This is an optimization exercise on Yosys and OpenROAD, whose aim is small area, not a production implementation.
Only simulation tests tie the RTL to the original design; equivalence was not proved.

==> try-maple: inputs <==
Design ws_conv5, start of the top module:
module ws_conv5(
    input sys_clk,
    input en,
    input load_w,
    input clr,
    input [10:0] w11, w12, w13, w14, w15,
    input [10:0] w21, w22, w23, w24, w25,
    input [10:0] w31, w32, w33, w34, w35,
    input [10:0] w41, w42, w43, w44, w45,
    input [10:0] w51, w52, w53, w54, w55,
    input [10:0] bias,
    input [10:0] x1, x2, x3, x4, x5,
    output reg [10:0] acc_out
    );
Settings: LEC_CHECK=0, CAP_MARGIN=0, CORE_MARGIN=2, CORE_UTILIZATION=70, CTS_BUF_LIST=sky130_fd_sc_hd__clkbuf_16, CTS_CLUSTER_DIAMETER=120, CTS_CLUSTER_SIZE=25, GPL_TIMING_DRIVEN=0, PLACE_DENSITY=0.8, SLEW_MARGIN=0, SYNTH_HIERARCHICAL=1; clock period 9.5 ns.
standard.sh (not shown) runs the stock make flow with config.mk's settings and CLKGATE_MAP_FILE= SYNTH_SCRIPT=/design/flow/synth_recipe.tcl, a recipe that flattens the netlist after the stock synthesis.
==> flow/flow/run.sh <==
#!/bin/bash
# Layout: the standard flow (standard.sh), except that the buffer put on
# every input and output port is the smallest buffer cell, and the buffers
# synthesis inserted are removed at floorplan (placement is not timing-driven;
# timing is repaired after clock tree synthesis and global routing).
# The whole output of the flow goes to standard.log; ORFS keeps each step's
# log under orfs/logs/.
set -euo pipefail
cd "$(dirname "$0")/.."
export BUFFER_PORTS_ARGS="-buffer_cell sky130_fd_sc_hd__buf_1"
export REMOVE_ABC_BUFFERS=1
bash standard.sh > standard.log 2>&1
==> try-violet (differences from try-maple) <==
--- a/flow/design.v
+++ b/flow/design.v
@@ -374,17 +374,21 @@
                 fa ut262(.a(t199), .b(t210), .c(t261), .s(t262), .co(t263));
                 wire t264, t265;
                 fa ut264(.a(t211), .b(t220), .c(t263), .s(t264), .co(t265));
                 wire t266, t267;
                 fa ut266(.a(t228), .b(t221), .c(t265), .s(t266), .co(t267));
                 wire t268, t269;
-                fa ut268(.a(t229), .b(t234), .c(t267), .s(t268), .co(t269));
-                wire t270 = t235 ^ t238 ^ 1'b1;
-                wire t271 = t235 ^ t238 ^ 1'b0;
-                wire t272 = t269 ? t270 : t271;
-                wire [9:0] t = {~t272, ~t268, ~t266, ~t264, ~t262, ~t260, ~t258, ~t256, ~t254, ~t252};
+                xnor2m ut268(.a(t229), .b(t234), .y(t268));
+                or2m ut269(.a(t229), .b(t234), .y(t269));
+                wire t270 = t235 ^ t238 ^ t269;
+                wire t271, t272;
+                ha ut271(.a(t229), .b(t234), .s(t271), .co(t272));
+                wire t273 = t235 ^ t238 ^ t272;
+                wire t274 = t267 ? t268 : t271;
+                wire t275 = t267 ? t270 : t273;
+                wire [9:0] t = {~t275, ~t274, ~t266, ~t264, ~t262, ~t260, ~t258, ~t256, ~t254, ~t252};
                 wire sg = wv[10] ^ xv[10];
                 wire lowz = t1 & t240 & t242 & t244 & t246 & t248 & t250;
                 assign cin = sg & (lowz | ~|t);
                 assign c = {sg, t ^ {10{sg}}};
                 end else begin : q
                     assign xv = f[gr][gc-1];
@@ -772,26 +776,26 @@
             fa ut91(.a(b[9]), .b(pc[1][9]), .c(pc[2][9]), .s(t91), .co(t92));
             wire t93, t94;
             fa ut93(.a(pc[3][9]), .b(pc[4][9]), .c(t82), .s(t93), .co(t94));
             wire t95, t96;
             fa ut95(.a(t84), .b(t91), .c(t86), .s(t95), .co(t96));
             wire t97, t98;
-            fa ut97(.a(t93), .b(t95), .c(t88), .s(t97), .co(t98));
+            fa ut97(.a(t93), .b(t95), .c(pc[0][9]), .s(t97), .co(t98));
             wire t99, t100;
-            ha ut99(.a(t90), .b(pc[0][9]), .s(t99), .co(t100));
+            ha ut99(.a(t90), .b(t88), .s(t99), .co(t100));
             wire t101, t102;
             fa ut101(.a(b[10]), .b(pc[0][10]), .c(pc[1][10]), .s(t101), .co(t102));
             wire t103, t104;
             fa ut103(.a(pc[2][10]), .b(pc[3][10]), .c(pc[4][10]), .s(t103), .co(t104));
             wire t105, t106;
             fa ut105(.a(t101), .b(t103), .c(t92), .s(t105), .co(t106));
             wire t107, t108;
             fa ut107(.a(t94), .b(t105), .c(t96), .s(t107), .co(t108));
             wire t109, t110;
-            ha ut109(.a(t107), .b(t100), .s(t109), .co(t110));
-            assign rsa[gr] = {t98, t97, t87, t77, t67, t57, t47, t30, t20, t17, pci[0]};
+            ha ut109(.a(t107), .b(t98), .s(t109), .co(t110));
+            assign rsa[gr] = {t100, t97, t87, t77, t67, t57, t47, t30, t20, t17, pci[0]};
             assign rsb[gr] = {t109, t99, t89, t79, t69, t59, t49, t39, t29, t19, t9};
             end else begin : rn
             wire t1, t2;
             fa ut1(.a(sa[gr-1][0]), .b(sb[gr-1][0]), .c(pc[1][0]), .s(t1), .co(t2));
             wire t3, t4;
             fa ut3(.a(pc[2][0]), .b(pc[3][0]), .c(pc[4][0]), .s(t3), .co(t4));
@@ -877,34 +881,34 @@
             fa ut83(.a(pc[2][8]), .b(pc[3][8]), .c(pc[4][8]), .s(t83), .co(t84));
             wire t85, t86;
             fa ut85(.a(t72), .b(t74), .c(t76), .s(t85), .co(t86));
             wire t87, t88;
             fa ut87(.a(t81), .b(t83), .c(t78), .s(t87), .co(t88));
             wire t89, t90;
-            fa ut89(.a(t85), .b(t87), .c(t80), .s(t89), .co(t90));
+            fa ut89(.a(t85), .b(t87), .c(pc[0][8]), .s(t89), .co(t90));
             wire t91, t92;
             fa ut91(.a(sa[gr-1][9]), .b(sb[gr-1][9]), .c(pc[1][9]), .s(t91), .co(t92));
             wire t93, t94;
             fa ut93(.a(pc[2][9]), .b(pc[3][9]), .c(pc[4][9]), .s(t93), .co(t94));
             wire t95, t96;
             fa ut95(.a(t82), .b(t84), .c(t91), .s(t95), .co(t96));
             wire t97, t98;
             fa ut97(.a(t93), .b(t86), .c(t95), .s(t97), .co(t98));
             wire t99, t100;
-            fa ut99(.a(t88), .b(t97), .c(pc[0][9]), .s(t99), .co(t100));
+            fa ut99(.a(t88), .b(pc[0][9]), .c(t97), .s(t99), .co(t100));
             wire t101, t102;
             fa ut101(.a(sa[gr-1][10]), .b(sb[gr-1][10]), .c(pc[0][10]), .s(t101), .co(t102));
             wire t103, t104;
             fa ut103(.a(pc[1][10]), .b(pc[2][10]), .c(pc[3][10]), .s(t103), .co(t104));
             wire t105, t106;
             fa ut105(.a(pc[4][10]), .b(t101), .c(t103), .s(t105), .co(t106));
             wire t107, t108;
             fa ut107(.a(t105), .b(t92), .c(t94), .s(t107), .co(t108));
             wire t109, t110;
             fa ut109(.a(t96), .b(t107), .c(t98), .s(t109), .co(t110));
-            assign rsa[gr] = {t100, t90, pc[0][8], pc[0][7], t60, t50, t40, t30, t20, t10, pci[0]};
+            assign rsa[gr] = {t100, t90, t80, pc[0][7], t60, t50, t40, t30, t20, t10, pci[0]};
             assign rsb[gr] = {t109, t99, t89, t79, t69, t59, t49, t39, t29, t19, t9};
             end
         end
     endgenerate
     wire [10:0] acc_d;
     wire t1, t2;
==> key figures <==
Outcome
  – Status: complete, no violations

Final layout
  – Fillers: 8424

Placed design
  – Gpl congestion: 0.946

CTS
  – Post-cts sizing count: 2

Global routing
  – First-pass GRT wire length: 333000 microns

Drt
  – Met1 Wirelength: 73600 microns
the above is filed under try-maple

==> key figures <==
Final layout
  – Fillers: 8390

Floorplan
  – Row cnt: 134

Yosys
  – Post-synthesis sequential area ratio: 28.9%

CTS
  – Post-cts sizing count: 3

Timing
  – Post-layout min period: 9.34 ns
  – Final hold vios: 0

Worst setup path
  – Crit-path cells: nand2_1, or2_1, fa_1, fa_1, fa_1, fa_1, fa_2, fa_1, fa_1, fa_1, fa_1, fa_1, fa_1, fa_1, fa_1, fa_1, xnor2_2, xnor2_2, xnor2_2, fa_1, fa_1, fa_1, fa_1

Placed design
  – Gpl congestion: 0.937

Global routing
  – Global Route Usage Sum: 32.0%

Outcome
  – Status: complete, no violations
the above is filed under try-violet

## what the ideal ports hide
Ports are ideal in the flow. The routed layouts listed here were re-timed in OpenROAD. Step 1 assumes that a clkbuf_16 drives the clock port and a buf_2 every other input. Step 2 also shifts input and output timing later by t, the mid clock arrival at the registers, as if the neighbouring blocks saw the same clock. Three values: ideal ports, drivers, drivers and shift; two values: the first two.
| run | shift t [ns] | setup WS [ns] | latest minus earliest clock arrival (ns) | worst register clock-pin slew, ns | pins driven straight from the clock port |
|---|---|---|---|---|---|
| try-maple | 0.771 | 0.101 / 0.101 / -0.564 | 0.033 / 0.034 | 0.12 / 0.12 | 1 |
| try-violet | 0.759 | 0.157 / 0.157 / -0.326 | 0.038 / 0.038 | 0.11 / 0.11 | 1 |
Met with ideal ports but missed after step 2: setup timing in try-maple and try-violet. The setup slack of try-maple, which loses most, moves by 0.000 ns with the drivers and by -0.665 ns with both steps.
